This is an optimization exercise on Yosys and OpenROAD, whose aim is small area, not a production implementation. In this exercise RTL edits were held to simulation tests only and were not proved equivalent to the original. Power and IR drop assume default switching activity.

<file path="config.mk">
export PLATFORM = sky130hd
export DESIGN_NAME = fpgarx
export DESIGN_NICKNAME = fpgarx
export VERILOG_FILES = /design/flow/design.v
export SDC_FILE = /design/flow/constraint.sdc
export NUM_CORES = 4
export LEC_CHECK = 0
export CAP_MARGIN = 20
export CORE_MARGIN = 2
export CORE_UTILIZATION = 70
export CTS_BUF_LIST = sky130_fd_sc_hd__clkbuf_8
export SLEW_MARGIN = 20
export SYNTH_MEMORY_MAX_BITS = 32768
</file>
<file path="constraint.sdc">
create_clock -name core_clock -period 10.0 [get_ports {clk}]
set_input_delay 2.0000 -clock core_clock [delete_from_list [all_inputs] [get_ports {clk}]]
set_output_delay 2.0000 -clock core_clock [all_outputs]
set_load 0.01 [all_outputs]
</file>
<file path="design.v">
module SinCos (Theta, SinSign, SinMag, CosSign, CosMag);
    input  wire [9:0] Theta;
    output wire       SinSign;
    output wire [8:0] SinMag;
    output wire       CosSign;
    output wire [8:0] CosMag;
    localparam [255:0] TS0 = 256'h003f83c38e3399b36db694ad56aaaa955a94b4b4924db366ccccccce663319cc;
    localparam [255:0] TS1 = 256'h003ffc03f03c1e3c71c718ce673333266cd926d92496da4b6969696b4b5a5296;
    localparam [255:0] TS2 = 256'h003ffffc003fe03f81f81f0f87c3c3c78f1e38e1c718e38c718e718c739c6318;
    localparam [255:0] TS3 = 256'h003fffffffc0003ffe001ff007fc03f80fe03f01f81f03f07e0f81f07c1f83e0;
    localparam [255:0] TS4 = 256'h003fffffffffffc000001ffff80003fff0003ffe001ffc007ff001ff801ffc00;
    localparam [255:0] TS5 = 256'h003fffffffffffffffffe000000003ffffffc000001fffff800001ffffe00000;
    localparam [255:0] TS6 = 256'h003ffffffffffffffffffffffffffc0000000000001ffffffffffe0000000000;
    localparam [255:0] TS7 = 256'h003fffffffffffffffffffffffffffffffffffffffe000000000000000000000;
    localparam [255:0] TS8 = 256'hffc0000000000000000000000000000000000000000000000000000000000000;
    localparam [255:0] TC0 = 256'h673198cce6666666cd9b64925a5a52b552aaaad56a52db6d9b3398e38783f800;
    localparam [255:0] TC1 = 256'hd294b5a5ad2d2d2da4b6d24936c9366cc99999cce631c71c78f0781f807ff800;
    localparam [255:0] TC2 = 256'h318c739c631ce31c638e31c70e38f1e3c78787c3e1f03f03f80ff8007ffff800;
    localparam [255:0] TC3 = 256'h0f83f07c1f03e0fc1f81f03f01f80fe03f807fc01ff000fff80007fffffff800;
    localparam [255:0] TC4 = 256'h007ff003ff001ffc007ff000fff8001fff80003ffff0000007fffffffffff800;
    localparam [255:0] TC5 = 256'h00000fffff000003fffff0000007ffffff800000000ffffffffffffffffff800;
    localparam [255:0] TC6 = 256'h0000000000fffffffffff00000000000007ffffffffffffffffffffffffff800;
    localparam [255:0] TC7 = 256'h000000000000000000000ffffffffffffffffffffffffffffffffffffffff800;
    localparam [255:0] TC8 = 256'h00000000000000000000000000000000000000000000000000000000000007ff;
    wire [7:0] i = Theta[7:0];
    wire [8:0] s = {TS8[i], TS7[i], TS6[i], TS5[i], TS4[i], TS3[i], TS2[i], TS1[i], TS0[i]};
    wire [8:0] c = {TC8[i], TC7[i], TC6[i], TC5[i], TC4[i], TC3[i], TC2[i], TC1[i], TC0[i]};
    assign SinMag  = Theta[8] ? c : s;
    assign CosMag  = Theta[8] ? s : c;
    assign SinSign = Theta[9];
    assign CosSign = Theta[9] ^ Theta[8];
endmodule
module Multiplier
  (input  wire              clk,
   input  wire              rst,
   input  wire              clr,       
   input  wire              s_in,      
   input  wire [8:0]        m_in,      
   input  wire signed [9:0] b,         
   output reg  [18:0]       qx,
   output reg               sg);
  reg       sa;
  reg [8:0] ma;
  wire signed [9:0]  mm = {1'b0, ma};
  wire signed [18:0] q = b * mm;
  always @(posedge clk)
    if (rst) begin
      sa <= 1'b0; ma <= 9'd0; qx <= 19'd0; sg <= 1'b0;
    end else begin
      sa <= s_in & ~clr;
      ma <= clr ? 9'd0 : m_in;
      qx <= q ^ {19{sa}};
      sg <= sa;
    end
endmodule
module rca #(parameter W = 8)
  (input  wire [W-1:0] a,
   input  wire [W-1:0] b,
   input  wire         ci,
   output wire [W-1:0] s,
   output wire         co);
  wire [W:0] c;
  assign c[0] = ci;
  genvar i;
  generate for (i = 0; i < W; i = i + 1) begin : g
    assign s[i]   = a[i] ^ b[i] ^ c[i];
    assign c[i+1] = (a[i] & b[i]) | (a[i] & c[i]) | (b[i] & c[i]);
  end endgenerate
  assign co = c[W];
endmodule
module nco_sig
  (input  wire       clk,
   input  wire       rst,
   input  wire [3:0] opP,      
   input  wire [3:0] opA,      
   output wire [9:0] addr,     
   output wire       sin_out);
  reg [3:0] opB, opC;                
  reg [12:0] I0;  reg [18:0] I1;  reg [17:0] I2;  reg [13:0] I3;
  reg [12:0] P0;  reg [18:0] P1;  reg [17:0] P2;  reg [13:0] P3;
  reg ic0, ic1, ic2, pc0, pc1, pc2;
  wire [63:0] yP, yA, yB, yC;
  wire        lP, lA, lB, lC;
  nco_cmd cP (.op(opP), .y(yP), .ld(lP));
  nco_cmd cA (.op(opA), .y(yA), .ld(lA));
  nco_cmd cB (.op(opB), .y(yB), .ld(lB));
  nco_cmd cC (.op(opC), .y(yC), .ld(lC));
  wire [12:0] i0n;  wire [18:0] i1n;  wire [17:0] i2n;  wire [13:0] i3n;
  wire i0c, i1c, i2c, i3c;
  rca #(13) ai0 (.a(lP ? 13'd0 : I0), .b(yP[12:0]),  .ci(1'b0), .s(i0n), .co(i0c));
  rca #(19) ai1 (.a(lA ? 19'd0 : I1), .b(yA[31:13]), .ci(ic0),  .s(i1n), .co(i1c));
  rca #(18) ai2 (.a(lB ? 18'd0 : I2), .b(yB[49:32]), .ci(ic1),  .s(i2n), .co(i2c));
  rca #(14) ai3 (.a(lC ? 14'd0 : I3), .b(yC[63:50]), .ci(ic2),  .s(i3n), .co(i3c));
  wire [12:0] p0n;  wire [18:0] p1n;  wire [17:0] p2n;  wire [13:0] p3n;
  wire p0c, p1c, p2c, p3c;
  rca #(13) ap0 (.a(P0), .b(I0), .ci(1'b0), .s(p0n), .co(p0c));
  rca #(19) ap1 (.a(P1), .b(I1), .ci(pc0),  .s(p1n), .co(p1c));
  rca #(18) ap2 (.a(P2), .b(I2), .ci(pc1),  .s(p2n), .co(p2c));
  rca #(14) ap3 (.a(P3), .b(I3), .ci(pc2),  .s(p3n), .co(p3c));
  always @(posedge clk)
    if (rst) begin
      opB <= 4'd0; opC <= 4'd0;
      I0 <= 13'd0; I1 <= 19'd0; I2 <= 18'd0; I3 <= 14'd0;
      P0 <= 13'd0; P1 <= 19'd0; P2 <= 18'd0; P3 <= 14'd0;
      ic0 <= 1'b0; ic1 <= 1'b0; ic2 <= 1'b0;
      pc0 <= 1'b0; pc1 <= 1'b0; pc2 <= 1'b0;
    end else begin
      opB <= opA; opC <= opB;
      I0 <= i0n; I1 <= i1n; I2 <= i2n; I3 <= i3n;
      ic0 <= i0c; ic1 <= i1c; ic2 <= i2c;
      P0 <= p0n; P1 <= p1n; P2 <= p2n; P3 <= p3n;
      pc0 <= p0c; pc1 <= p1c; pc2 <= p2c;
    end
  assign addr    = P3[13:4];
  assign sin_out = ~p3n[13];
endmodule
module nco_cmd (input wire [3:0] op, output wire [63:0] y, output wire ld);
  localparam [63:0] PA = 64'h02c6a19e88f1cfe2;    
  localparam [63:0] PB = 64'h01aa60f8b8911654;    
  localparam [63:0] PF = 64'h1dc38c076704516d;    
  localparam [63:0] PG = 64'h1d60d923295482c6;    
  localparam [63:0] K1 = 64'h00071b375868d170;    
  localparam [63:0] K2 = 64'h00001436a8cdf6f3;    
  localparam [63:0] K3 = 64'h0000ca22980ba57e;    
  localparam [63:0] N1 = 64'h0 - K1;
  localparam [63:0] N2 = 64'h0 - K2;
  localparam [63:0] N3 = 64'h0 - K3;
  assign y = ({64{op == 4'd1}}  & PA) | ({64{op == 4'd2}} & PB) |
             ({64{op == 4'd3}}  & PF) | ({64{op == 4'd4}} & PG) |
             ({64{op == 4'd5}}  & K1) | ({64{op == 4'd6}} & N1) |
             ({64{op == 4'd7}}  & K2) | ({64{op == 4'd8}} & N2) |
             ({64{op == 4'd9}}  & K3) | ({64{op == 4'd10}} & N3);
  assign ld = (op == 4'd1) | (op == 4'd2) | (op == 4'd3) | (op == 4'd4);
endmodule
module CIC
  (input  wire        clk,
   input  wire        rst,
   input  wire        rst1,      
   input  wire        rst2,      
   input  wire        ld0,       
   input  wire        ld1,       
   input  wire        ld2,       
   input  wire        pass,      
   input  wire        pfirst,    
   input  wire        fsh,       
   input  wire        zval,      
   input  wire        vcomb,     
   input  wire        oval,      
   input  wire [1:0]  gain,
   input  wire [18:0] qx,
   input  wire        sg,
   output wire [19:0] d_out);
  localparam W = 59;
  reg  [W-1:0] I1, I2, I3, I4, I5;
  reg  [5:1]   ca1, ca2;           
  reg          e1, e2;             
  wire [W-1:0] din = {{19{e2}}, {20{e1}}, qx[18], qx};
  wire [W-1:0] n1, n2, n3, n4, n5;
  wire [5:1]   c0, c1;
  wire [W-1:0] a5 = I5 & ~{{19{ld2}}, {20{ld1}}, {20{ld0}}};
  rca #(20) s10 (.a(I1[19:0]),  .b(din[19:0]),  .ci(sg),     .s(n1[19:0]),  .co(c0[1]));
  rca #(20) s11 (.a(I1[39:20]), .b(din[39:20]), .ci(ca1[1]), .s(n1[39:20]), .co(c1[1]));
  rca #(19) s12 (.a(I1[58:40]), .b(din[58:40]), .ci(ca2[1]), .s(n1[58:40]), .co());
  rca #(20) s20 (.a(I2[19:0]),  .b(I1[19:0]),   .ci(1'b0),   .s(n2[19:0]),  .co(c0[2]));
  rca #(20) s21 (.a(I2[39:20]), .b(I1[39:20]),  .ci(ca1[2]), .s(n2[39:20]), .co(c1[2]));
  rca #(19) s22 (.a(I2[58:40]), .b(I1[58:40]),  .ci(ca2[2]), .s(n2[58:40]), .co());
  rca #(20) s30 (.a(I3[19:0]),  .b(I2[19:0]),   .ci(1'b0),   .s(n3[19:0]),  .co(c0[3]));
  rca #(20) s31 (.a(I3[39:20]), .b(I2[39:20]),  .ci(ca1[3]), .s(n3[39:20]), .co(c1[3]));
  rca #(19) s32 (.a(I3[58:40]), .b(I2[58:40]),  .ci(ca2[3]), .s(n3[58:40]), .co());
  rca #(20) s40 (.a(I4[19:0]),  .b(I3[19:0]),   .ci(1'b0),   .s(n4[19:0]),  .co(c0[4]));
  rca #(20) s41 (.a(I4[39:20]), .b(I3[39:20]),  .ci(ca1[4]), .s(n4[39:20]), .co(c1[4]));
  rca #(19) s42 (.a(I4[58:40]), .b(I3[58:40]),  .ci(ca2[4]), .s(n4[58:40]), .co());
  rca #(20) s50 (.a(a5[19:0]),  .b(I4[19:0]),   .ci(1'b0),   .s(n5[19:0]),  .co(c0[5]));
  rca #(20) s51 (.a(a5[39:20]), .b(I4[39:20]),  .ci(ca1[5]), .s(n5[39:20]), .co(c1[5]));
  rca #(19) s52 (.a(a5[58:40]), .b(I4[58:40]),  .ci(ca2[5]), .s(n5[58:40]), .co());
  always @(posedge clk) begin
    e1 <= qx[18]; e2 <= e1;
    ca1 <= c0; ca2 <= c1;
    if (rst) begin
      I1[19:0] <= 20'd0; I2[19:0] <= 20'd0; I3[19:0] <= 20'd0; I4[19:0] <= 20'd0; I5[19:0] <= 20'd0;
    end else begin
      I1[19:0] <= n1[19:0]; I2[19:0] <= n2[19:0]; I3[19:0] <= n3[19:0]; I4[19:0] <= n4[19:0]; I5[19:0] <= n5[19:0];
    end
    if (rst1) begin
      I1[39:20] <= 20'd0; I2[39:20] <= 20'd0; I3[39:20] <= 20'd0; I4[39:20] <= 20'd0; I5[39:20] <= 20'd0;
    end else begin
      I1[39:20] <= n1[39:20]; I2[39:20] <= n2[39:20]; I3[39:20] <= n3[39:20]; I4[39:20] <= n4[39:20]; I5[39:20] <= n5[39:20];
    end
    if (rst2) begin
      I1[58:40] <= 19'd0; I2[58:40] <= 19'd0; I3[58:40] <= 19'd0; I4[58:40] <= 19'd0; I5[58:40] <= 19'd0;
    end else begin
      I1[58:40] <= n1[58:40]; I2[58:40] <= n2[58:40]; I3[58:40] <= n3[58:40]; I4[58:40] <= n4[58:40]; I5[58:40] <= n5[58:40];
    end
  end
  reg [56:0] C;
  integer p;
  always @(posedge clk)
    for (p = 0; p < 57; p = p + 1)
      if (ld0 && p < 20)
        C[p] <= I5[p];
      else if (ld1 && p >= 19 && p < 39)
        C[p] <= I5[p + 1];
      else if (ld2 && p >= 38)
        C[p] <= I5[p + 2];
      else
        C[p] <= (p == 56) ? 1'b0 : C[p + 1];
  reg [63:0] R1, R2, R3, R4;
  reg        b1, b2, b3, b4;       
  wire d1 = C[0];
  wire z1 = R1[0] & zval, z2 = R2[0] & zval, z3 = R3[0] & zval, z4 = R4[0] & zval;
  wire k1 = pfirst | b1, k2 = pfirst | b2, k3 = pfirst | b3, k4 = pfirst | b4;
  wire d2 = d1 ^ ~z1 ^ k1;
  wire d3 = d2 ^ ~z2 ^ k2;
  wire d4 = d3 ^ ~z3 ^ k3;
  wire d5 = d4 ^ ~z4 ^ k4;
  always @(posedge clk) begin
    b1 <= (d1 & ~z1) | (d1 & k1) | (~z1 & k1);
    b2 <= (d2 & ~z2) | (d2 & k2) | (~z2 & k2);
    b3 <= (d3 & ~z3) | (d3 & k3) | (~z3 & k3);
    b4 <= (d4 & ~z4) | (d4 & k4) | (~z4 & k4);
    R1 <= {pass ? d1 : R1[0], R1[63:1]};
    R2 <= {pass ? d2 : R2[0], R2[63:1]};
    R3 <= {pass ? d3 : R3[0], R3[63:1]};
    R4 <= {pass ? d4 : R4[0], R4[63:1]};
  end
  reg [69:0] F;
  always @(posedge clk)
    if (fsh) F <= {d5, F[69:1]};
  reg [13:0] O;
  wire [15:0] Fx = {F[13], F[13], F[13:0]};    
  wire [12:0] sel = (gain == 2'd0) ? Fx[15:3] :
                    (gain == 2'd1) ? Fx[14:2] :
                    (gain == 2'd2) ? Fx[13:1] : Fx[12:0];
  always @(posedge clk)
    if (rst)
      O <= 14'd0;
    else if (vcomb)
      O <= oval ? {F[13], sel} : 14'd0;
  assign d_out = {{6{O[13]}}, O};
endmodule
module fpgarx
  (
   input             clk,
   input             rst,
   input             cmd_valid,
   input      [7:0]  cmd_byte,
   input      [9:0]  RFIn,
   output     [19:0] i_out,
   output     [19:0] q_out,
   output            out_clk,
   output            sinGen
   );
wire [3:0] opP = ~cmd_valid          ? 4'd0 :
                 (cmd_byte == 8'd97)  ? 4'd1 :
                 (cmd_byte == 8'd98)  ? 4'd2 :
                 (cmd_byte == 8'd102) ? 4'd3 :
                 (cmd_byte == 8'd103) ? 4'd4 :
                 (cmd_byte == 8'd109) ? 4'd5 :
                 (cmd_byte == 8'd110) ? 4'd6 :
                 (cmd_byte == 8'd112) ? 4'd7 :
                 (cmd_byte == 8'd111) ? 4'd8 :
                 (cmd_byte == 8'd104) ? 4'd9 :
                 (cmd_byte == 8'd113) ? 4'd10 : 4'd0;
wire       gsP  = cmd_valid & (cmd_byte[7:2] == 6'b001100);    
reg  [3:0] opA;
reg        gsA;
reg  [1:0] gA;
reg  [1:0] CICGain;
reg        rst1, rst2;
always @(posedge clk) begin
  rst1 <= rst;
  rst2 <= rst1;
  if (rst) begin
    opA <= 4'd0; gsA <= 1'b0; gA <= 2'd0; CICGain <= 2'd0;
  end else begin
    opA <= opP; gsA <= gsP; gA <= cmd_byte[1:0];
    if (gsA) CICGain <= gA;
  end
end
wire [9:0] addr;
nco_sig ncoGen (.clk(clk), .rst(rst), .opP(opP), .opA(opA), .addr(addr), .sin_out(sinGen));
wire       sinS, cosS;
wire [8:0] sinM, cosM;
SinCos SinCos1 (.Theta(addr), .SinSign(sinS), .SinMag(sinM), .CosSign(cosS), .CosMag(cosM));
reg signed [9:0] regb;
always @(posedge clk)
  if (rst) regb <= 10'd0; else regb <= RFIn;
wire [18:0] qxI, qxQ;
wire        sgI, sgQ;
Multiplier MixerI (.clk(clk), .rst(rst), .clr(rst1), .s_in(sinS), .m_in(sinM), .b(regb), .qx(qxI), .sg(sgI));
Multiplier MixerQ (.clk(clk), .rst(rst), .clr(rst1), .s_in(cosS), .m_in(cosM), .b(regb), .qx(qxQ), .sg(sgQ));
reg [7:0] count;
reg       run;           
reg [4:0] val;           
reg       d_clk_tmp, d_clk;
wire ld0    = (count == 8'd255);
wire ld1    = (count == 8'd0);
wire ld2    = (count == 8'd1);
wire pass   = run & (count <= 8'd58);
wire fsh    = run & (count >= 8'd45) & (count <= 8'd58);
wire pend   = run & (count == 8'd58);
wire vcomb  = run & ld1;
always @(posedge clk)
  if (rst) begin
    count <= 8'd0; run <= 1'b0; val <= 5'd0; d_clk_tmp <= 1'b0; d_clk <= 1'b0;
  end else begin
    count <= count + 8'd1;
    d_clk <= d_clk_tmp;
    if (ld0) begin
      run <= 1'b1;
      d_clk_tmp <= 1'b1;
    end else if (count == 8'd128)
      d_clk_tmp <= 1'b0;
    if (pend) val <= {1'b1, val[4:1]};
  end
CIC CIC1Sin (.clk(clk), .rst(rst), .rst1(rst1), .rst2(rst2), .ld0(ld0), .ld1(ld1), .ld2(ld2),
             .pass(pass), .pfirst(ld1), .fsh(fsh), .zval(val[4]), .vcomb(vcomb), .oval(val[0]),
             .gain(CICGain), .qx(qxI), .sg(sgI), .d_out(i_out));
CIC CIC1Cos (.clk(clk), .rst(rst), .rst1(rst1), .rst2(rst2), .ld0(ld0), .ld1(ld1), .ld2(ld2),
             .pass(pass), .pfirst(ld1), .fsh(fsh), .zval(val[4]), .vcomb(vcomb), .oval(val[0]),
             .gain(CICGain), .qx(qxQ), .sg(sgQ), .d_out(q_out));
assign out_clk = d_clk;
endmodule
</file>
<file path="run.sh">
#!/bin/bash
# synth_recipe.tcl (not shown) runs the flow's synth.tcl, then flattens the netlist and writes it again
# the make line also repeats each setting of config.mk as NAME=value (left out here)
make -C /OpenROAD-flow-scripts/flow DESIGN_CONFIG=/design/flow/config.mk WORK_HOME=/design/flow/orfs CLKGATE_MAP_FILE= SYNTH_SCRIPT=/design/flow/synth_recipe.tcl finish
</file>
==> reports/metrics.yaml, run 1 <==
cells_and_area:
  drive_above_1_share: 0.0964
  areaGrowthSynthToFinish_pct: 9.28
  final_util: 0.773
  layout.nets: 6762
worst_setup_path:
  cp_common_cell: "fa_1"
  cpPeakStageDelay_ns: 0.45
  crit_fanout: 6
  reg2regPathDepth: 27
  cp-end-kind: "flip-flop"
  path_class: "reg2reg"
  r2r_end: "CIC1Cos.I5[19]"
  r2r-start: "count[1]"
  worstPathArrival_ns: 10.47
  rrSetupSlack_ns: 0.36
  cp-start-kind: "flip-flop"
  critPathRequiredTime_ns: 10.83
  crit_slowest_cell: "fa_1"
floorplan:
  die_w_um: 322
  start_util: 0.707
  ios: 63
  core-area_um2: 100000
  die_area_um2: 104000
  die_y_um: 322
  rows: 116
synth:
  synth_top_area_share: 0.428
  async_flop_share: 0
  synthesis.nets: 6676
  synth_edf_count: 140
  yosysUniqueCellTypes: 104
  synthTopCellsByCount: "dfxtp_1, fa_1, nor2b_1, inv_1, nand2_1"
  yosysWarnings: 4
  syn_inst: 5687
  synth.yosys.seq_area_share: 0.487
  synthesis.area_um2: 70900
  synthTopCellsByArea: "dfxtp_1, fa_1, nor2b_1, edfxtp_1, ha_1"
  yosysMostFrequentCell: "dfxtp_1"
  ys_ff_latch: 1655
  synth_top_cell_by_area: "dfxtp_1"
  syn_area_per_cell_um2: 12.5
  yosys_most_used_dff: "dfxtp_1"
place:
  globalplace.congestion: 0.892
  dpl.hpwl_mm: 75.6
  port_buffers: 62
clocking:
  clk_pin_slew_ns: 0.07
  cts.path.max_buffers: 3
  cts.sinks: 1655
  cts_tree: "built"
  htreeDepth: 4
  cts_buffers: 240
  ctsRootBufferMaster: "clkbuf_8"
  clock_latency_ns: 0.92
min_path:
  min_path_cells: 0
  holdPathEnd: "CIC1Cos.R4[13]"
  holdCritPathClass: "reg2reg"
  min-delay-start: "CIC1Cos.R4[14]"
drt:
  drtIter0Drc: 2346
  dr_total_vias: 38600
  route.detailed.drc: 0
  wirelength_mm: 117
  wl_per_cell_um: 15.9
  first_pass_iters: 8
  avgViaCountPerCell: 5.28
  antenna_left: 0
sta:
  slew_headroom: 0.293
  fin_crit_sh: 0.964
  hold_viol_final: 0
  drv_slew: 0
  fmax_mhz: 104
  fin_skew_ns: 0.0577
  setup_viol: 0
  min_period_ns: 9.64
  holdWs_ns: 0.294
  worstMarginPinSlew_ns: 1.06
global_route:
  grt_pass1_vias: 41600
  gr-total-overflow: 0
  grt_usage: 0.243
  antenna_found_initial: 1
  grt_max_degree: 218
  grt_pass1_wl_mm: 206
power:
  leakagePower_nw: 33.7
  peakVddDrop_uv: 137
  powerDensity_nw_per_um2: 162
status:
  status: "finished clean"
job:
  max-cap-violations: 0
## worst max-delay path, delay by kind of cell, from the launching register on
kind,cells,cell delay (ns)
adders and majority gates,21,8.34
DFF,1,0.33
buffers and inverters,2,0.22
and+or+nand+nor,4,0.65
## cells by family after synthesis
group / synth area share
XOR/XNOR: 0.0147
AND/OR/NAND/NOR: 0.131
adder cells (fa/ha/maj): 0.262
multiplexers: 0.0270
flip-flops: 0.487
AO/OA/AOI/OAI: 0.0413
buffers and inverters: 0.0372
## registers in the layout, indices dropped and copies added (netlist names), 59 cells and up
signal / count
CIC1Cos.I5: 59
CIC1Cos.R3: 64
CIC1Sin.I1: 59
CIC1Cos.F: 70
CIC1Cos.I4: 59
CIC1Cos.I2: 59
CIC1Cos.I1: 59
CIC1Cos.R1: 64
CIC1Sin.I3: 59
CIC1Cos.I3: 59
CIC1Sin.I2: 59
CIC1Cos.R2: 64
CIC1Sin.R1: 64
CIC1Sin.R2: 64
CIC1Sin.R3: 64
CIC1Cos.R4: 64
CIC1Sin.F: 70
CIC1Sin.R4: 64
CIC1Sin.I5: 59
CIC1Sin.I4: 59
## cells in the final DEF (no fill, tap or decap), types with 50 or more instances in the layout
master / count
a21oi_1: 136
and2_1: 192
clkbuf_8: 289
clkdlybuf4s50_1: 60
dfxtp_1: 1509
edfxtp_1: 140
fa_1: 840
ha_1: 110
inv_1: 445
mux2_2: 84
nand2_1: 342
nand2b_1: 50
nand3_1: 54
nor2_1: 260
nor2b_1: 695
o21ai_0: 73
xnor2_1: 83
## layer usage
metal	wire length [um]	up-vias	global-route usage	part of all wire
met5	0	-	0	0
met4	3140	0	0.0858	0.027
met3	4630	229	0.0362	0.040
met2	57400	806	0.404	0.49
met1	51300	19300	0.329	0.44
li1	-	18300	-	-
## power breakdown
part,internal (W),switching (W)
Clock,0.00285,0.00257
Combinational,0.000124,0.000170
Sequential,0.00676,0.0000791
Total,0.00973,0.00282
## layout make-up
class | instances | area, um^2
tap | 1357 | 1700
sequential | 1655 | 34500
antenna | 2 | 5.00
clock inverter | 145 | 1020
inverter | 369 | 1390
fill | 6177 | 22800
timing repair buffer | 113 | 1020
multi-input combinational | 3394 | 33900
clock buffer | 289 | 3980
## through the flow
step                setup WS, ns  instance area, um^2  cells  power, W  setup TNS (ns)
finish                     0.356                77500   7324    0.0126               0
global route             -0.0800                77500   7324    0.0130         -0.0800
CTS                       0.0334                77400   7315    0.0127               0
detailed placement        0.0888                72400   6881   0.00727               0
global placement           0.176                72400   6881   0.00726               0
floorplan                  0.149                70900   5687   0.00718               0
## worst max path at each step
stage,cells after the start,endpoint,start
after global routing,27,CIC1Cos.I5[19],count[1]
after floorplan,24,CIC1Cos.I1[39],CIC1Cos.e1
after CTS,25,CIC1Cos.I5[39],count[4]
after global placement,25,CIC1Cos.I5[39],count[4]
after detailed placement,25,CIC1Cos.I5[39],count[4]
final,27,CIC1Cos.I5[19],count[1]
## repair_timing
action                                  in CTS  in global routing
setup buffers                                0                  6
cloned                                       0                  1
endpoints found under the setup margin       1                 12
endpoints found under the hold margin        0                  0
gates resized for setup                      3                 26
pin swaps                                    0                  3
hold buffers                                 0                  0
==> run 2: changes to the inputs <==
--- a/config.mk
+++ b/config.mk
@@ -9,5 +9,4 @@
 export CORE_MARGIN = 2
 export CORE_UTILIZATION = 70
-export CTS_BUF_LIST = sky130_fd_sc_hd__clkbuf_8
 export SLEW_MARGIN = 20
 export SYNTH_MEMORY_MAX_BITS = 32768
==> run 2 against run 1 <==
Register-to-register slack is essentially flat. Largest cell class unchanged. Critical path type unchanged. Clock power is 18% higher. Non-clock buffer count unchanged. Die area unchanged. Still clean on timing, DRC and antenna. Final area grew 0.95%. First-iteration DRC count up 3.4%.
==> reports/metrics.yaml, run 2 <==
clocking:
  cts_hold_buf: 0
  cts.path.max_buffers: 3
  cts_buffers: 159
  cts.sinks: 1655
  clk_pin_slew_ns: 0.07
  ctsRootBufferMaster: "clkbuf_16"
  htreeDepth: 4
  clock_latency_ns: 0.80
  cts_tree: "built"
sta:
  holdWs_ns: 0.317
  setup_viol: 0
  fin_skew_ns: 0.0723
  setup_tns_ns: 0
  fmax_mhz: 104
  fin_crit_sh: 0.966
  slew_headroom: 0.292
  hold_viol_final: 0
  min_period_ns: 9.66
  worstMarginPinSlew_ns: 1.06
  drv_slew: 0
floorplan:
  die_area_um2: 104000
  die_y_um: 322
  die_w_um: 322
  start_util: 0.707
  core-area_um2: 100000
  rows: 116
  ios: 63
worst_setup_path:
  cp-end-kind: "flip-flop"
  timing.critical_path.buf_inv: 2
  crit_slowest_cell: "fa_1"
  cp_common_cell: "fa_1"
  crit_fanout: 5
  cpPeakStageDelay_ns: 0.43
  crit_start: "count[1]"
  critPathRequiredTime_ns: 10.68
  path_class: "reg2reg"
  worstPathArrival_ns: 10.34
  cp-start-kind: "flip-flop"
  crit_family: "adder cells"
  r2r-start: "count[1]"
global_route:
  grt_max_degree: 218
  antenna_found_initial: 0
  grt_pass1_vias: 41800
  gr-total-overflow: 0
  grt_pass1_wl_mm: 215
  grt_usage: 0.257
drt:
  route.detailed.drc: 0
  wl_per_cell_um: 17.2
  antenna_left: 0
  first_pass_iters: 5
  drtIter0Drc: 2426
  wirelength_mm: 124
  dr_total_vias: 38500
  avgViaCountPerCell: 5.36
synth:
  yosys_most_used_dff: "dfxtp_1"
  yosysMostFrequentCell: "dfxtp_1"
  synth_top_area_share: 0.428
  yosysWarnings: 4
  synthesis.area_um2: 70900
  yosysUniqueCellTypes: 104
  syn_area_per_cell_um2: 12.5
  synthesis.nets: 6676
  synth.yosys.seq_area_share: 0.487
  synth_top_cell_by_area: "dfxtp_1"
  async_flop_share: 0
  synthTopCellsByCount: "dfxtp_1, fa_1, nor2b_1, inv_1, nand2_1"
  synthTopCellsByArea: "dfxtp_1, fa_1, nor2b_1, edfxtp_1, ha_1"
  syn_inst: 5687
  ys_ff_latch: 1655
  synth_edf_count: 140
place:
  dpl.cell_count: 6881
  dpl.hpwl_mm: 75.6
  placed_area_um2: 72400
  port_buffers: 62
  globalplace.congestion: 0.892
min_path:
  min-delay-start: "CIC1Cos.R2[60]"
  holdCritPathClass: "reg2reg"
cells_and_area:
  final_cell_mix: "dfxtp_1, fa_1, nor2b_1, inv_1, nand2_1"
  final_util: 0.780
  fillers: 5978
  areaGrowthSynthToFinish_pct: 10.3
  final_area_um2: 78200
  drive_above_1_share: 0.0877
  mostFrequentLayoutCell: "dfxtp_1"
  final_cells: 7185
  top_regs: "CIC1Cos.F x70, CIC1Sin.F x70"
  layout.nets: 6681
power:
  peakVddDrop_uv: 193
  powerDensity_nw_per_um2: 173
  leakagePower_nw: 33.6
job:
  max-cap-violations: 0
status:
  status: "finished clean"
[run 2: worst register-to-register path, cell delays in order (launching register included)]
cell	delay, ns
dfxtp_1	0.35
buf_4	0.15
ha_1	0.20
and3_4	0.25
and3_4	0.25
nor2b_1	0.06
ha_1	0.21
fa_1	0.43
fa_1	0.43
fa_1	0.43
fa_2	0.38
fa_1	0.42
fa_1	0.42
fa_1	0.42
fa_1	0.43
fa_2	0.38
fa_1	0.42
fa_1	0.42
fa_1	0.42
fa_1	0.42
fa_1	0.42
fa_1	0.42
fa_1	0.42
fa_1	0.42
fa_1	0.40
inv_1	0.08
fa_1	0.41
nor2_1	0.08
[run 2: cells by family (layout without fill, tap and decap cells)]
kind of cell | count (synthesis) | count (layout) | synth area share
mux | 140 | 140 | 0.0270
simple gates | 1727 | 1728 | 0.131
compound gates | 439 | 439 | 0.0413
fa+ha+maj | 968 | 968 | 0.262
xor+xnor | 119 | 119 | 0.0147
buf+inv | 639 | 778 | 0.0372
flops | 1655 | 1655 | 0.487
other cells | 0 | 1 | 0
[run 2: report_power, final]
group          internal (W)  switching [W]  total (W)
logic              0.000127       0.000176   0.000303
clock network       0.00369        0.00269    0.00638
registers           0.00675      0.0000810    0.00683
[run 2: final timing paths]
kind	end	depth (start not counted)	slack [ns]
worst min register to register	CIC1Cos.R2[59]	0	0.32
worst min-delay path	CIC1Cos.R2[59]	0	0.32
worst max-delay path	CIC1Sin.I5[19]	27	0.34
worst max register to register	CIC1Sin.I5[19]	27	0.34
[run 2: final cells by class]
type | instances | area [um^2] | area share
inverters | 369 | 1390 | 0.0177
diodes | 1 | 2.50 | 0.0000320
well taps | 1357 | 1700 | 0.0217
flip-flops and latches | 1655 | 34500 | 0.442
clock inverters | 69 | 1070 | 0.0137
multi-input cells | 3394 | 33900 | 0.433
clock buffers | 227 | 4640 | 0.0593
repair buffers | 113 | 1030 | 0.0131
[run 2: through the flow]
step                setup slack (ns)  total power (W)
CTS                           0.0120           0.0137
floorplan                      0.149          0.00718
global route                 -0.0464           0.0140
global placement               0.176          0.00726
detailed placement            0.0888          0.00727
finish                         0.343           0.0135
[run 2: routing by layer]
metal  GRT usage  share of wire
met1       0.342           0.43
met2       0.437           0.51
met3      0.0403          0.041
met4      0.0820          0.028
met5           0              0
[run 2: timing repair]
item / CTS / global route
gates resized for setup: 1 / 29
pin swaps: 0 / 3
endpoints found under the setup margin: 1 / 14
endpoints found under the hold margin: 0 / 0
gates cloned: 0 / 1
buffers inserted: 0 / 6
==> run 3: changes to the inputs <==
--- a/design.v
+++ b/design.v
@@ -5,43 +5,266 @@
     output wire       CosSign;
     output wire [8:0] CosMag;
-    localparam [255:0] TS0 = 256'h003f83c38e3399b36db694ad56aaaa955a94b4b4924db366ccccccce663319cc;
-    localparam [255:0] TS1 = 256'h003ffc03f03c1e3c71c718ce673333266cd926d92496da4b6969696b4b5a5296;
-    localparam [255:0] TS2 = 256'h003ffffc003fe03f81f81f0f87c3c3c78f1e38e1c718e38c718e718c739c6318;
-    localparam [255:0] TS3 = 256'h003fffffffc0003ffe001ff007fc03f80fe03f01f81f03f07e0f81f07c1f83e0;
-    localparam [255:0] TS4 = 256'h003fffffffffffc000001ffff80003fff0003ffe001ffc007ff001ff801ffc00;
-    localparam [255:0] TS5 = 256'h003fffffffffffffffffe000000003ffffffc000001fffff800001ffffe00000;
-    localparam [255:0] TS6 = 256'h003ffffffffffffffffffffffffffc0000000000001ffffffffffe0000000000;
-    localparam [255:0] TS7 = 256'h003fffffffffffffffffffffffffffffffffffffffe000000000000000000000;
-    localparam [255:0] TS8 = 256'hffc0000000000000000000000000000000000000000000000000000000000000;
-    localparam [255:0] TC0 = 256'h673198cce6666666cd9b64925a5a52b552aaaad56a52db6d9b3398e38783f800;
-    localparam [255:0] TC1 = 256'hd294b5a5ad2d2d2da4b6d24936c9366cc99999cce631c71c78f0781f807ff800;
-    localparam [255:0] TC2 = 256'h318c739c631ce31c638e31c70e38f1e3c78787c3e1f03f03f80ff8007ffff800;
-    localparam [255:0] TC3 = 256'h0f83f07c1f03e0fc1f81f03f01f80fe03f807fc01ff000fff80007fffffff800;
-    localparam [255:0] TC4 = 256'h007ff003ff001ffc007ff000fff8001fff80003ffff0000007fffffffffff800;
-    localparam [255:0] TC5 = 256'h00000fffff000003fffff0000007ffffff800000000ffffffffffffffffff800;
-    localparam [255:0] TC6 = 256'h0000000000fffffffffff00000000000007ffffffffffffffffffffffffff800;
-    localparam [255:0] TC7 = 256'h000000000000000000000ffffffffffffffffffffffffffffffffffffffff800;
-    localparam [255:0] TC8 = 256'h00000000000000000000000000000000000000000000000000000000000007ff;
+    localparam [127:0] TA0 = 128'h5a94b4b4924db366ccccccce663319cc;
+    localparam [127:0] TA1 = 128'h6cd926d92496da4b6969696b4b5a5296;
+    localparam [127:0] TA2 = 128'h8f1e38e1c718e38c718e718c739c6318;
+    localparam [127:0] TA3 = 128'h0fe03f01f81f03f07e0f81f07c1f83e0;
+    localparam [127:0] TA4 = 128'hf0003ffe001ffc007ff001ff801ffc00;
+    localparam [127:0] TA5 = 128'hffffc000001fffff800001ffffe00000;
+    localparam [127:0] TA6 = 128'h00000000001ffffffffffe0000000000;
+    localparam [127:0] TA7 = 128'hffffffffffe000000000000000000000;
+    localparam [127:0] TA8 = 128'h00000000000000000000000000000000;
+    localparam [127:0] TB0 = 128'h52aaaad56a52db6d9b3398e38783f800;
+    localparam [127:0] TB1 = 128'hc99999cce631c71c78f0781f807ff800;
+    localparam [127:0] TB2 = 128'hc78787c3e1f03f03f80ff8007ffff800;
+    localparam [127:0] TB3 = 128'h3f807fc01ff000fff80007fffffff800;
+    localparam [127:0] TB4 = 128'hff80003ffff0000007fffffffffff800;
+    localparam [127:0] TB5 = 128'hff800000000ffffffffffffffffff800;
+    localparam [127:0] TB6 = 128'h007ffffffffffffffffffffffffff800;
+    localparam [127:0] TB7 = 128'hfffffffffffffffffffffffffffff800;
+    localparam [127:0] TB8 = 128'h000000000000000000000000000007ff;
     wire [7:0] i = Theta[7:0];
-    wire [8:0] s = {TS8[i], TS7[i], TS6[i], TS5[i], TS4[i], TS3[i], TS2[i], TS1[i], TS0[i]};
-    wire [8:0] c = {TC8[i], TC7[i], TC6[i], TC5[i], TC4[i], TC3[i], TC2[i], TC1[i], TC0[i]};
-    assign SinMag  = Theta[8] ? c : s;
-    assign CosMag  = Theta[8] ? s : c;
+    wire [7:0] u = i[7] ? 8'd0 - i : i;
+    wire       h = u[7];                      
+    wire [6:0] k = u[6:0];
+    wire [8:0] a = h ? 9'd181 : {TA8[k], TA7[k], TA6[k], TA5[k], TA4[k], TA3[k], TA2[k], TA1[k], TA0[k]};
+    wire [8:0] b = h ? 9'd181 : {TB8[k], TB7[k], TB6[k], TB5[k], TB4[k], TB3[k], TB2[k], TB1[k], TB0[k]};
+    wire       sw = Theta[8] ^ i[7];
+    assign SinMag  = sw ? b : a;
+    assign CosMag  = sw ? a : b;
     assign SinSign = Theta[9];
     assign CosSign = Theta[9] ^ Theta[8];
 endmodule
 module Multiplier
-  (input  wire              clk,
-   input  wire              rst,
-   input  wire              clr,       
-   input  wire              s_in,      
-   input  wire [8:0]        m_in,      
-   input  wire signed [9:0] b,         
-   output reg  [18:0]       qx,
-   output reg               sg);
+  (input  wire        clk,
+   input  wire        rst,
+   input  wire        clr,       
+   input  wire        s_in,      
+   input  wire [8:0]  m_in,      
+   input  wire [9:0]  b,         
+   output reg  [18:0] qx,
+   output reg         sg);
   reg       sa;
   reg [8:0] ma;
-  wire signed [9:0]  mm = {1'b0, ma};
-  wire signed [18:0] q = b * mm;
+  wire t1 = (b[0] & ma[0]);
+  wire t2 = (b[1] & ma[0]);
+  wire t3 = (b[0] & ma[1]);
+  wire t4 = (b[2] & ma[0]);
+  wire t5 = (b[1] & ma[1]);
+  wire t6 = (b[0] & ma[2]);
+  wire t7 = (b[3] & ma[0]);
+  wire t8 = (b[2] & ma[1]);
+  wire t9 = (b[1] & ma[2]);
+  wire t10 = (b[0] & ma[3]);
+  wire t11 = (b[4] & ma[0]);
+  wire t12 = (b[3] & ma[1]);
+  wire t13 = (b[2] & ma[2]);
+  wire t14 = (b[1] & ma[3]);
+  wire t15 = (b[0] & ma[4]);
+  wire t16 = (b[5] & ma[0]);
+  wire t17 = (b[4] & ma[1]);
+  wire t18 = (b[3] & ma[2]);
+  wire t19 = (b[2] & ma[3]);
+  wire t20 = (b[1] & ma[4]);
+  wire t21 = (b[0] & ma[5]);
+  wire t22 = (b[6] & ma[0]);
+  wire t23 = (b[5] & ma[1]);
+  wire t24 = (b[4] & ma[2]);
+  wire t25 = (b[3] & ma[3]);
+  wire t26 = (b[2] & ma[4]);
+  wire t27 = (b[1] & ma[5]);
+  wire t28 = (b[0] & ma[6]);
+  wire t29 = (b[7] & ma[0]);
+  wire t30 = (b[6] & ma[1]);
+  wire t31 = (b[5] & ma[2]);
+  wire t32 = (b[4] & ma[3]);
+  wire t33 = (b[3] & ma[4]);
+  wire t34 = (b[2] & ma[5]);
+  wire t35 = (b[1] & ma[6]);
+  wire t36 = (b[0] & ma[7]);
+  wire t37 = (b[8] & ma[0]);
+  wire t38 = (b[7] & ma[1]);
+  wire t39 = (b[6] & ma[2]);
+  wire t40 = (b[5] & ma[3]);
+  wire t41 = (b[4] & ma[4]);
+  wire t42 = (b[3] & ma[5]);
+  wire t43 = (b[2] & ma[6]);
+  wire t44 = (b[1] & ma[7]);
+  wire t45 = (b[0] & ma[8]);
+  wire t46 = (b[9] & ma[0]);
+  wire t47 = (b[8] & ma[1]);
+  wire t48 = (b[7] & ma[2]);
+  wire t49 = (b[6] & ma[3]);
+  wire t50 = (b[5] & ma[4]);
+  wire t51 = (b[4] & ma[5]);
+  wire t52 = (b[3] & ma[6]);
+  wire t53 = (b[2] & ma[7]);
+  wire t54 = (b[1] & ma[8]);
+  wire t55 = ~(b[9] & ma[0]);
+  wire t56 = ~(b[9] & ma[1]);
+  wire t57 = (b[8] & ma[2]);
+  wire t58 = (b[7] & ma[3]);
+  wire t59 = (b[6] & ma[4]);
+  wire t60 = (b[5] & ma[5]);
+  wire t61 = (b[4] & ma[6]);
+  wire t62 = (b[3] & ma[7]);
+  wire t63 = (b[2] & ma[8]);
+  wire t64 = ~(b[9] & ma[2]);
+  wire t65 = (b[8] & ma[3]);
+  wire t66 = (b[7] & ma[4]);
+  wire t67 = (b[6] & ma[5]);
+  wire t68 = (b[5] & ma[6]);
+  wire t69 = (b[4] & ma[7]);
+  wire t70 = (b[3] & ma[8]);
+  wire t71 = ~(b[9] & ma[3]);
+  wire t72 = (b[8] & ma[4]);
+  wire t73 = (b[7] & ma[5]);
+  wire t74 = (b[6] & ma[6]);
+  wire t75 = (b[5] & ma[7]);
+  wire t76 = (b[4] & ma[8]);
+  wire t77 = ~(b[9] & ma[4]);
+  wire t78 = (b[8] & ma[5]);
+  wire t79 = (b[7] & ma[6]);
+  wire t80 = (b[6] & ma[7]);
+  wire t81 = (b[5] & ma[8]);
+  wire t82 = ~(b[9] & ma[5]);
+  wire t83 = (b[8] & ma[6]);
+  wire t84 = (b[7] & ma[7]);
+  wire t85 = (b[6] & ma[8]);
+  wire t86 = ~(b[9] & ma[6]);
+  wire t87 = (b[8] & ma[7]);
+  wire t88 = (b[7] & ma[8]);
+  wire t89 = ~(b[9] & ma[7]);
+  wire t90 = (b[8] & ma[8]);
+  wire t91 = ~(b[9] & ma[8]);
+  wire t92 = t22 ^ t23;
+  wire t93 = t22 & t23;
+  wire t94 = t29 ^ t30 ^ t31;
+  wire t95 = (t29 & t30) | (t29 & t31) | (t30 & t31);
+  wire t96 = t32 ^ t33;
+  wire t97 = t32 & t33;
+  wire t98 = t37 ^ t38 ^ t39;
+  wire t99 = (t37 & t38) | (t37 & t39) | (t38 & t39);
+  wire t100 = t40 ^ t41 ^ t42;
+  wire t101 = (t40 & t41) | (t40 & t42) | (t41 & t42);
+  wire t102 = t43 ^ t44;
+  wire t103 = t43 & t44;
+  wire t104 = t46 ^ t47 ^ t48;
+  wire t105 = (t46 & t47) | (t46 & t48) | (t47 & t48);
+  wire t106 = t49 ^ t50 ^ t51;
+  wire t107 = (t49 & t50) | (t49 & t51) | (t50 & t51);
+  wire t108 = t52 ^ t53 ^ t54;
+  wire t109 = (t52 & t53) | (t52 & t54) | (t53 & t54);
+  wire t110 = t55 ^ t56 ^ t57;
+  wire t111 = (t55 & t56) | (t55 & t57) | (t56 & t57);
+  wire t112 = t58 ^ t59 ^ t60;
+  wire t113 = (t58 & t59) | (t58 & t60) | (t59 & t60);
+  wire t114 = t61 ^ t62 ^ t63;
+  wire t115 = (t61 & t62) | (t61 & t63) | (t62 & t63);
+  wire t116 = t64 ^ t65 ^ t66;
+  wire t117 = (t64 & t65) | (t64 & t66) | (t65 & t66);
+  wire t118 = t67 ^ t68 ^ t69;
+  wire t119 = (t67 & t68) | (t67 & t69) | (t68 & t69);
+  wire t120 = t71 ^ t72 ^ t73;
+  wire t121 = (t71 & t72) | (t71 & t73) | (t72 & t73);
+  wire t122 = t11 ^ t12;
+  wire t123 = t11 & t12;
+  wire t124 = t16 ^ t17 ^ t18;
+  wire t125 = (t16 & t17) | (t16 & t18) | (t17 & t18);
+  wire t126 = t19 ^ t20;
+  wire t127 = t19 & t20;
+  wire t128 = t92 ^ t24 ^ t25;
+  wire t129 = (t92 & t24) | (t92 & t25) | (t24 & t25);
+  wire t130 = t26 ^ t27 ^ t28;
+  wire t131 = (t26 & t27) | (t26 & t28) | (t27 & t28);
+  wire t132 = t93 ^ t94 ^ t96;
+  wire t133 = (t93 & t94) | (t93 & t96) | (t94 & t96);
+  wire t134 = t34 ^ t35 ^ t36;
+  wire t135 = (t34 & t35) | (t34 & t36) | (t35 & t36);
+  wire t136 = t95 ^ t97 ^ t98;
+  wire t137 = (t95 & t97) | (t95 & t98) | (t97 & t98);
+  wire t138 = t100 ^ t102 ^ t45;
+  wire t139 = (t100 & t102) | (t100 & t45) | (t102 & t45);
+  wire t140 = t99 ^ t101 ^ t103;
+  wire t141 = (t99 & t101) | (t99 & t103) | (t101 & t103);
+  wire t142 = t104 ^ t106 ^ t108;
+  wire t143 = (t104 & t106) | (t104 & t108) | (t106 & t108);
+  wire t144 = t105 ^ t107 ^ t109;
+  wire t145 = (t105 & t107) | (t105 & t109) | (t107 & t109);
+  wire t146 = t110 ^ t112 ^ t114;
+  wire t147 = (t110 & t112) | (t110 & t114) | (t112 & t114);
+  wire t148 = t111 ^ t113 ^ t115;
+  wire t149 = (t111 & t113) | (t111 & t115) | (t113 & t115);
+  wire t150 = t116 ^ t118 ^ t70;
+  wire t151 = (t116 & t118) | (t116 & t70) | (t118 & t70);
+  wire t152 = t117 ^ t119 ^ t120;
+  wire t153 = (t117 & t119) | (t117 & t120) | (t119 & t120);
+  wire t154 = t74 ^ t75 ^ t76;
+  wire t155 = (t74 & t75) | (t74 & t76) | (t75 & t76);
+  wire t156 = t121 ^ t77 ^ t78;
+  wire t157 = (t121 & t77) | (t121 & t78) | (t77 & t78);
+  wire t158 = t79 ^ t80 ^ t81;
+  wire t159 = (t79 & t80) | (t79 & t81) | (t80 & t81);
+  wire t160 = t82 ^ t83 ^ t84;
+  wire t161 = (t82 & t83) | (t82 & t84) | (t83 & t84);
+  wire t162 = t7 ^ t8;
+  wire t163 = t7 & t8;
+  wire t164 = t122 ^ t13 ^ t14;
+  wire t165 = (t122 & t13) | (t122 & t14) | (t13 & t14);
+  wire t166 = t123 ^ t124 ^ t126;
+  wire t167 = (t123 & t124) | (t123 & t126) | (t124 & t126);
+  wire t168 = t125 ^ t127 ^ t128;
+  wire t169 = (t125 & t127) | (t125 & t128) | (t127 & t128);
+  wire t170 = t129 ^ t131 ^ t132;
+  wire t171 = (t129 & t131) | (t129 & t132) | (t131 & t132);
+  wire t172 = t133 ^ t135 ^ t136;
+  wire t173 = (t133 & t135) | (t133 & t136) | (t135 & t136);
+  wire t174 = t137 ^ t139 ^ t140;
+  wire t175 = (t137 & t139) | (t137 & t140) | (t139 & t140);
+  wire t176 = t141 ^ t143 ^ t144;
+  wire t177 = (t141 & t143) | (t141 & t144) | (t143 & t144);
+  wire t178 = t145 ^ t147 ^ t148;
+  wire t179 = (t145 & t147) | (t145 & t148) | (t147 & t148);
+  wire t180 = t149 ^ t151 ^ t152;
+  wire t181 = (t149 & t151) | (t149 & t152) | (t151 & t152);
+  wire t182 = t153 ^ t155 ^ t156;
+  wire t183 = (t153 & t155) | (t153 & t156) | (t155 & t156);
+  wire t184 = t157 ^ t159 ^ t160;
+  wire t185 = (t157 & t159) | (t157 & t160) | (t159 & t160);
+  wire t186 = t161 ^ t86 ^ t87;
+  wire t187 = (t161 & t86) | (t161 & t87) | (t86 & t87);
+  wire t188 = t4 ^ t5;
+  wire t189 = t4 & t5;
+  wire t190 = t162 ^ t9 ^ t10;
+  wire t191 = (t162 & t9) | (t162 & t10) | (t9 & t10);
+  wire t192 = t163 ^ t164 ^ t15;
+  wire t193 = (t163 & t164) | (t163 & t15) | (t164 & t15);
+  wire t194 = t165 ^ t166 ^ t21;
+  wire t195 = (t165 & t166) | (t165 & t21) | (t166 & t21);
+  wire t196 = t167 ^ t168 ^ t130;
+  wire t197 = (t167 & t168) | (t167 & t130) | (t168 & t130);
+  wire t198 = t169 ^ t170 ^ t134;
+  wire t199 = (t169 & t170) | (t169 & t134) | (t170 & t134);
+  wire t200 = t171 ^ t172 ^ t138;
+  wire t201 = (t171 & t172) | (t171 & t138) | (t172 & t138);
+  wire t202 = t173 ^ t174 ^ t142;
+  wire t203 = (t173 & t174) | (t173 & t142) | (t174 & t142);
+  wire t204 = t175 ^ t176 ^ t146;
+  wire t205 = (t175 & t176) | (t175 & t146) | (t176 & t146);
+  wire t206 = t177 ^ t178 ^ t150;
+  wire t207 = (t177 & t178) | (t177 & t150) | (t178 & t150);
+  wire t208 = t179 ^ t180 ^ t154;
+  wire t209 = (t179 & t180) | (t179 & t154) | (t180 & t154);
+  wire t210 = t181 ^ t182 ^ t158;
+  wire t211 = (t181 & t182) | (t181 & t158) | (t182 & t158);
+  wire t212 = t183 ^ t184 ^ t85;
+  wire t213 = (t183 & t184) | (t183 & t85) | (t184 & t85);
+  wire t214 = t185 ^ t186 ^ t88;
+  wire t215 = (t185 & t186) | (t185 & t88) | (t186 & t88);
+  wire t216 = t187 ^ t89 ^ t90;
+  wire t217 = (t187 & t89) | (t187 & t90) | (t89 & t90);
+  wire [18:0] ra = {1'b1, t217, t215, t213, t211, t209, t207, t205, t203, t201, t199, t197, t195, t193, t191, t189, t188, t2, t1};
+  wire [18:0] rb = {1'b0, t91, t216, t214, t212, t210, t208, t206, t204, t202, t200, t198, t196, t194, t192, t190, t6, t3, 1'b0};
+  wire [18:0] q;
+  rca #(19) fin (.a(ra), .b(rb), .ci(1'b0), .s(q), .co());
   always @(posedge clk)
     if (rst) begin
@@ -50,5 +273,5 @@
       sa <= s_in & ~clr;
       ma <= clr ? 9'd0 : m_in;
-      qx <= q ^ {19{sa}};
+      qx <= q;
       sg <= sa;
     end
@@ -155,5 +378,6 @@
   reg  [5:1]   ca1, ca2;           
   reg          e1, e2;             
-  wire [W-1:0] din = {{19{e2}}, {20{e1}}, qx[18], qx};
+  wire [18:0]  qs  = qx ^ {19{sg}};    
+  wire [W-1:0] din = {{19{e2}}, {20{e1}}, qs[18], qs};
   wire [W-1:0] n1, n2, n3, n4, n5;
   wire [5:1]   c0, c1;
@@ -175,5 +399,5 @@
   rca #(19) s52 (.a(a5[58:40]), .b(I4[58:40]),  .ci(ca2[5]), .s(n5[58:40]), .co());
   always @(posedge clk) begin
-    e1 <= qx[18]; e2 <= e1;
+    e1 <= qs[18]; e2 <= e1;
     ca1 <= c0; ca2 <= c1;
     if (rst) begin
--- a/config.mk
+++ b/config.mk
@@ -8,5 +8,6 @@
 export CAP_MARGIN = 20
 export CORE_MARGIN = 2
-export CORE_UTILIZATION = 70
+export CORE_UTILIZATION = 75
+export CTS_BUF_LIST = sky130_fd_sc_hd__clkbuf_8
 export SLEW_MARGIN = 20
 export SYNTH_MEMORY_MAX_BITS = 32768
==> run 3 against run 2 <==
Synthesized cell count down 9.7%. Sequential share of layout area increased by 2.4 points. Still clean. Area after synthesis is 5.3% lower. Total power is 7.2% higher. Sequential cell count unchanged. Core utilization increased by 5.8 points. Global-route usage fell by 0.53 points. Clock skew decreased by 0.020 ns.
==> reports/metrics.yaml, run 3 <==
worst_setup_path:
  cpPeakStageDelay_ns: 0.48
  crit_fanout: 2
  cp-end-kind: "flip-flop"
  rrSetupSlack_ns: 0.38
  crit_family: "adder cells"
  r2r_end: "CIC1Sin.I1[39]"
  worstPathCellList: "inv_1, fa_1, inv_1, fa_1, fa_1, fa_1, fa_1, fa_1, fa_1, fa_1, fa_1, fa_1, fa_1, fa_1, fa_1, fa_1, fa_1, fa_1, fa_1, fa_1, fa_1, inv_1, fa_1, nor2_1"
  reg2regPathDepth: 24
  cp-start-kind: "flip-flop"
  path_class: "reg2reg"
  timing.critical_path.buf_inv: 3
  crit_slowest_cell: "fa_1"
  critPathRequiredTime_ns: 10.80
  cp_common_cell: "fa_1"
  r2r-start: "CIC1Sin.e1"
  worstPathArrival_ns: 10.43
global_route:
  gr-total-overflow: 0
  use_met2: 0.409
  grt_max_degree: 210
  grt_pass1_vias: 37700
  grt_pass1_wl_mm: 187
  busiest_layer: "met2"
  use_met3: 0.0387
  grt_usage: 0.252
  antenna_found_initial: 2
  met1_usage: 0.352
floorplan:
  die_y_um: 303
  die_w_um: 303
  ios: 63
  rows: 109
  start_util: 0.759
  core-area_um2: 88500
  die_area_um2: 91900
clocking:
  cts.path.max_buffers: 3
  clk_pin_slew_ns: 0.11
  cts.sinks: 1655
  htreeDepth: 4
  cts_hold_buf: 0
  clock_latency_ns: 0.91
  ctsRootBufferMaster: "clkbuf_8"
  cts_tree: "built"
  cts_buffers: 237
synth:
  yosysWarnings: 4
  syn_area_per_cell_um2: 13.1
  yosys_most_used_dff: "dfxtp_1"
  synth_edf_count: 140
  async_flop_share: 0
  synthesis.area_um2: 67100
  synth_top_cell_by_area: "dfxtp_1"
  ys_ff_latch: 1655
  synthTopCellsByArea: "dfxtp_1, fa_1, edfxtp_1, nor2b_1, and2_1"
  synthTopCellsByCount: "dfxtp_1, fa_1, nor2b_1, inv_1, and2_1"
  syn_inst: 5137
  synth.yosys.seq_area_share: 0.514
  yosysUniqueCellTypes: 78
  synth_top_area_share: 0.452
  yosysMostFrequentCell: "dfxtp_1"
  synthesis.nets: 6055
sta:
  slew_headroom: 0.240
  fmax_mhz: 104
  rsz0062_at_grt: "no"
  setup_viol: 0
  drv_slew: 0
  fin_crit_sh: 0.962
  min_period_ns: 9.62
  worstMarginPinSlew_ns: 1.13
  fin_skew_ns: 0.0524
  hold_viol_final: 0
power:
  powerDensity_nw_per_um2: 195
  peakVddDrop_uv: 177
  leakagePower_nw: 31.4
  pwr-share-comb: 0.079
  total_power_w: 0.0145
  swShare: 0.244
  power_frac_clock: 0.402
  intPower_w: 0.0110
  p_switching_w: 0.00353
  seqPwrFrac: 0.519
drt:
  route.detailed.drc: 0
  first_pass_iters: 5
  dr_total_vias: 34800
  wl_per_cell_um: 16.2
  antenna_left: 0
  drtIter0Drc: 1907
  wirelength_mm: 107
  avgViaCountPerCell: 5.25
cells_and_area:
  final_cell_mix: "dfxtp_1, fa_1, nor2b_1, inv_1, clkbuf_8"
  mostFrequentLayoutCell: "dfxtp_1"
  top_regs: "CIC1Cos.F x70, CIC1Sin.F x70"
  layout.nets: 6187
  final_area_um2: 74200
  drive_above_1_share: 0.115
  areaGrowthSynthToFinish_pct: 10.5
place:
  port_buffers: 62
  globalplace.congestion: 0.873
  placed_area_um2: 68700
  dpl.hpwl_mm: 65.9
min_path:
  min_path_cells: 0
  holdPathEnd: "CIC1Sin.R3[54]"
  holdCritPathClass: "reg2reg"
  min-delay-start: "CIC1Sin.R3[55]"
status:
  status: "finished clean"
job:
  max-cap-violations: 0
-- run 3: cell types whose count changed after synthesis, moves of 13 or more --
cell,delta
nor2b_1,-61
a21oi_1,-35
and2_1,+64
inv_1,-18
mux2_2,+42
xor2_1,-14
xnor2_1,-20
nand2b_1,-22
nand2_1,-159
buf_2,-29
o21ai_0,-32
ha_1,-59
mux4_2,-13
-- run 3: final cells by class --
class                           count  area (um^2)
Inverter                          350         1310
Clock inverter                    125         1060
Fill cell                        4587        14300
Timing Repair Buffer              117         1050
Tap cell                         1165         1460
Clock buffer                      312         4290
Multi-Input combinational cell   2908        30500
Antenna cell                        1         2.50
Sequential cell                  1655        34500
-- run 3: worst register-to-register path, stage by stage (launching register included) --
cell     delay [ns]
dfxtp_1        0.31
inv_1          0.17
fa_1           0.20
inv_1          0.05
fa_1           0.44
fa_1           0.46
fa_1           0.45
fa_1           0.45
fa_1           0.48
fa_1           0.47
fa_1           0.46
fa_1           0.46
fa_1           0.46
fa_1           0.46
fa_1           0.46
fa_1           0.46
fa_1           0.47
fa_1           0.46
fa_1           0.46
fa_1           0.46
fa_1           0.45
fa_1           0.43
inv_1          0.09
fa_1           0.39
nor2_1         0.09
-- run 3: timing repair --
action | in CTS | in global routing
gates resized for setup | 2 | 30
pin swaps | 1 | 2
gates cloned | 0 | 0
setup endpoints to repair | 3 | 13
buffers inserted | 7 | 2
-- run 3: through the flow --
step                      worst slack, ns  hold slack [ns]  utilization  cells  setup TNS [ns]
after global placement             0.0655            0.311        0.776   6186               0
final                               0.377            0.289        0.838   6633               0
after floorplan                   -0.0339            0.310            -   5137         -0.0678
after detailed placement          -0.0215            0.312        0.776   6186         -0.0215
after CTS                          0.0675            0.291        0.837   6630               0
after global routing              0.00921            0.298        0.838   6633               0
-- run 3: cell families (layout without fill, tap and decap cells) --
logic type,count (synthesis),count (layout),synth area share
xor+xnor,85,85,0.0111
mux,173,173,0.0315
compound gates,275,275,0.0263
flops,1655,1655,0.514
simple gates,1478,1478,0.121
other cells,0,1,0
fa+ha+maj,897,897,0.262
buf+inv,574,904,0.0339
-- run 3: worst max path at each step --
| stage | from | to | slack [ns] | cells past startpoint |
|---|---|---|---|---|
| CTS | count[0] | CIC1Sin.I5[19] | 0.07 | 26 |
| floorplan | count[2] | CIC1Sin.I5[39] | -0.03 | 27 |
| detailed placement | count[0] | CIC1Cos.I5[19] | -0.02 | 26 |
| finish | CIC1Sin.e1 | CIC1Sin.I1[39] | 0.38 | 24 |
| global route | CIC1Cos.I3[20] | CIC1Cos.I4[39] | 0.009 | 24 |
| global placement | count[0] | CIC1Cos.I5[19] | 0.07 | 26 |
-- run 3: power by group through the flow --
stage / logic, W / clock network [W] / registers, W
floorplan: 0.000911 / 0 / 0.00757
global placement: 0.00104 / 0 / 0.00765
detailed placement: 0.00113 / 0 / 0.00768
CTS: 0.00117 / 0.00592 / 0.00754
global route: 0.00137 / 0.00620 / 0.00760
finish: 0.00114 / 0.00582 / 0.00752
-- run 3: metal layers --
layer  up-vias  share of wire
li1      16400              -
met1     17500           0.44
met2       677           0.50
met3       200          0.041
met4         0          0.026
met5         -              0

-- static timing again, ports no longer ideal --
The results above use ideal ports. As a check the final layouts listed here were re-extracted and re-timed, cells and wires unchanged.
Step 1 assumes that a clkbuf_16 drives the clock port and a buf_2 every other input.
Step 2 moves the port delays by t, midway between the first and last clock arrival at a register: inputs arrive t later, outputs are due t later. That takes back most of the time a late clock gives input paths.
Slacks: ideal ports / drivers / drivers and shift; pairs: ideal ports / drivers.
| run | shift t [ns] | setup slack, ns | cell pins on the clock port's net |
|---|---|---|---|
| run 1 | 0.959 | 0.356 / 0.356 / 0.356 | 1 |
| run 2 | 0.837 | 0.343 / 0.343 / 0.343 | 1 |
| run 3 | 0.956 | 0.377 / 0.359 / 0.062 | 1 |
After both steps every run listed still meets setup and hold. The setup slack of run 3, which loses most, moves by -0.018 ns with the drivers and by -0.315 ns with both steps.
